Source: an optimization exercise on an open RTL-to-GDS flow (aim: small area). Production flows keep margins and buffers that such runs may drop. Only simulation tests tie the RTL to the original design; equivalence was not proved. No activity file was given, so power comes from the tool's default toggle rates.

## the baseline
==> flow/design.v (excerpt) <==
module systolic_core #(
    parameter   ARRAY_HEIGHT    =   8,
    parameter   ARRAY_WIDTH     =   8,
    parameter   DATA_WIDTH      =   8
) (
    input                                                           clk     ,
    input                                                           reset_n ,
    input                                                           first   ,
    input   [DATA_WIDTH * ARRAY_HEIGHT - 1 : 0]                     a_col   ,
    input   [DATA_WIDTH * ARRAY_WIDTH - 1 : 0]                      b_row   ,
    output  [2 * DATA_WIDTH * ARRAY_HEIGHT * ARRAY_WIDTH - 1 : 0]   c_tile  ,
    output  reg                                                     c_valid
);
localparam  CW      = 2 * DATA_WIDTH;
localparam  LAT     = 16;
reg     [DATA_WIDTH * ARRAY_HEIGHT - 1 : 0]     a_d;
reg     [DATA_WIDTH * ARRAY_WIDTH - 1 : 0]      b_d;
reg     [LAT - 2 : 0]                           first_d;     
always_ff @( posedge clk ) begin
  ...
Size: roughly 1,200 I/O pins, ~150,000 sq um of cells after synthesis.
==> flow/config.mk <==
export PLATFORM = sky130hd
export DESIGN_NAME = systolic_core
export DESIGN_NICKNAME = systolic_core
export VERILOG_FILES = /design/flow/design.v
export SDC_FILE = /design/flow/constraint.sdc
export NUM_CORES = 4
export LEC_CHECK = 0
export ABC_AREA = 1
export CAP_MARGIN = 10
export CELL_PAD_IN_SITES_DETAIL_PLACEMENT = 1
export CELL_PAD_IN_SITES_GLOBAL_PLACEMENT = 1
export CORE_MARGIN = 2
export CORE_UTILIZATION = 30
export CTS_BUF_LIST = sky130_fd_sc_hd__clkbuf_8
export PLACE_DENSITY = 0.4
export SLEW_MARGIN = 10
==> flow/constraint.sdc <==
create_clock -name core_clock -period 10.0 [get_ports {clk}]
set_input_delay 2.0000 -clock core_clock [delete_from_list [all_inputs] [get_ports {clk}]]
set_output_delay 2.0000 -clock core_clock [all_outputs]
set_load 0.01 [all_outputs]
standard.sh (not shown) runs the stock make flow with config.mk's settings and CLKGATE_MAP_FILE= SYNTH_SCRIPT=/design/flow/synth_recipe.tcl, a recipe that flattens the netlist after the stock synthesis.
==> flow/flow/run.sh <==
#!/bin/bash
# Layout flow: the standard flow (standard.sh, ORFS), with these changes:
#  - synthesis: Yosys's own early ABC pass is skipped (synth -noabc), so the
#    generated full-adder tree reaches extract_fa as written, and the final ABC
#    mapping uses an area-oriented script (flow/area.abc) instead of the
#    delay-oriented one;
#  - port buffers are the smallest buffer (buf_1);
#  - CTS builds the tree from clkbuf_8 and
#    inserts no dummy loads;
#  - global routing assumes less capacity on met1/met2 (flow/fastroute.tcl);
#  - the floorplan step does not size up cells for the timing of the unplaced,
#    unbuffered netlist (REMOVE_ABC_BUFFERS=1: it only removes buffers); timing
#    is repaired after placement and CTS as usual.
# Every tool's output goes to a log file in this folder (and ORFS's own logs).
set -euo pipefail
here=$(pwd)

# ORFS synth.tcl with the ABC script replaced
sed 's#^source \$::env(SCRIPTS_DIR)/synth_preamble.tcl#&\nlset abc_args 1 $::env(MY_ABC_SCRIPT)#' \
    "$FLOW_HOME/scripts/synth.tcl" > "$here/my_synth.tcl"
grep -q 'MY_ABC_SCRIPT' "$here/my_synth.tcl"
# The standard flow's synthesis script, sourcing the patched synth.tcl
sed "s#source \$::env(SCRIPTS_DIR)/synth.tcl#source $here/my_synth.tcl#" \
    "$here/synth_recipe.tcl" > "$here/my_synth_recipe.tcl"
grep -q 'my_synth.tcl' "$here/my_synth_recipe.tcl"

bash "$here/standard.sh" \
    SYNTH_SCRIPT="$here/my_synth_recipe.tcl" \
    SYNTH_ARGS=-noabc \
    MY_ABC_SCRIPT="$here/flow/area.abc" \
    BUFFER_PORTS_ARGS="-buffer_cell sky130_fd_sc_hd__buf_1" \
    CTS_ARGS="-sink_clustering_enable -repair_clock_nets -dont_use_dummy_load -buf_list sky130_fd_sc_hd__clkbuf_8" \
    FASTROUTE_TCL="$here/flow/fastroute.tcl" \
    REMOVE_ABC_BUFFERS=1 \
    NUM_CORES=8 \
    finish > "$here/flow_make.log" 2>&1
==> flow/flow/area.abc <==
strash
dch
amap -F 3 -A 8
topo
stime -c
==> flow/flow/fastroute.tcl <==
# The platform's global-routing setup, with less capacity assumed on met1 and
# met2 so that long wires go to met3/met4 and leave met1/met2 to pin access.
set_global_routing_layer_adjustment $::env(MIN_ROUTING_LAYER)-$::env(MAX_ROUTING_LAYER) 0.2
set_global_routing_layer_adjustment met1 0.7
set_global_routing_layer_adjustment met2 0.5

set_routing_layers -clock $::env(MIN_CLK_ROUTING_LAYER)-$::env(MAX_ROUTING_LAYER)
set_routing_layers -signal $::env(MIN_ROUTING_LAYER)-$::env(MAX_ROUTING_LAYER)
What the candidate does differently from the baseline at the input level:
Settings: SLEW_MARGIN now 20, was 10; CAP_MARGIN now 20, was 10; PLACE_DENSITY now 0.45, was 0.4; CORE_UTILIZATION now 35, was 30.
--- a/flow/flow/run.sh
+++ b/flow/flow/run.sh
@@ -1,4 +1,4 @@
 #!/bin/bash
-# Layout flow: the standard flow (standard.sh, ORFS), with these changes:
+# Layout flow: the standard flow (standard.sh, ORFS), with three changes:
 #  - synthesis: Yosys's own early ABC pass is skipped (synth -noabc), so the
 #    generated full-adder tree reaches extract_fa as written, and the final ABC
@@ -6,10 +6,6 @@
 #    delay-oriented one;
 #  - port buffers are the smallest buffer (buf_1);
-#  - CTS builds the tree from clkbuf_8 and
-#    inserts no dummy loads;
-#  - global routing assumes less capacity on met1/met2 (flow/fastroute.tcl);
-#  - the floorplan step does not size up cells for the timing of the unplaced,
-#    unbuffered netlist (REMOVE_ABC_BUFFERS=1: it only removes buffers); timing
-#    is repaired after placement and CTS as usual.
+#  - CTS builds the tree from clkbuf_8 and inserts no dummy loads;
+#  - global routing assumes less capacity on met1/met2 (flow/fastroute.tcl).
 # Every tool's output goes to a log file in this folder (and ORFS's own logs).
 set -euo pipefail
@@ -32,5 +28,3 @@
     CTS_ARGS="-sink_clustering_enable -repair_clock_nets -dont_use_dummy_load -buf_list sky130_fd_sc_hd__clkbuf_8" \
     FASTROUTE_TCL="$here/flow/fastroute.tcl" \
-    REMOVE_ABC_BUFFERS=1 \
-    NUM_CORES=8 \
     finish > "$here/flow_make.log" 2>&1
--- a/flow/flow/fastroute.tcl
+++ b/flow/flow/fastroute.tcl
@@ -2,6 +2,6 @@
 # met2 so that long wires go to met3/met4 and leave met1/met2 to pin access.
 set_global_routing_layer_adjustment $::env(MIN_ROUTING_LAYER)-$::env(MAX_ROUTING_LAYER) 0.2
-set_global_routing_layer_adjustment met1 0.7
-set_global_routing_layer_adjustment met2 0.5
+set_global_routing_layer_adjustment met1 0.55
+set_global_routing_layer_adjustment met2 0.4
 
 set_routing_layers -clock $::env(MIN_CLK_ROUTING_LAYER)-$::env(MAX_ROUTING_LAYER)
[summary]
The candidate ended up with row[4].col[6].mac_i.acc[15]$_DFF_P_ as its critical path endpoint; the baseline ended up with row[4].col[1].mac_i.acc[15]$_DFF_P_.
Compared to the baseline, the routing of the candidate uses less wire.
The number of search-and-repair iterations in the first detailed-routing pass reported for the candidate is smaller than that of the baseline by 1.
No run among the baseline and the candidate stopped early or left any final violation; all are clean.
The setup-violating endpoint count in the final report on the baseline is in line with that on the candidate.
Comparing the baseline and the candidate, the higher critical path's largest stage delay is on the candidate.
Compared with the baseline, in the candidate total non-filler cell area in the finished layout down 0.89%, footprint of the multi-input gates grew by 2.6%, power dissipated by switching net loads lower.

## what the ideal ports hide
How much do the figures lean on ideal ports? The routed layouts below were timed once more, with nothing changed but the port constraints.
Step 1 sets driving cells, clkbuf_16 on the clock port and buf_2 on the other inputs (assumed; they add their load-dependent delay and slew).
Step 2 times the ports against the registers' clock, not the clock port: input delays grow and output delays shrink by t, the midpoint of the rising clock arrivals with the driver on.
a / b / c = ideal / step 1 / step 2; a / b = the first two.
run	shift t [ns]	setup WS [ns]	worst register clock-pin slew, ns	worst data-port slew with drivers (ns)	cell pins on the clock port's net
the baseline	1.375	0.402 / 0.402 / 0.402	0.07 / 0.07	0.13	1
the candidate	1.333	1.613 / 1.613 / 1.613	0.07 / 0.07	0.06	1
After both steps setup and hold are still met in every run listed.
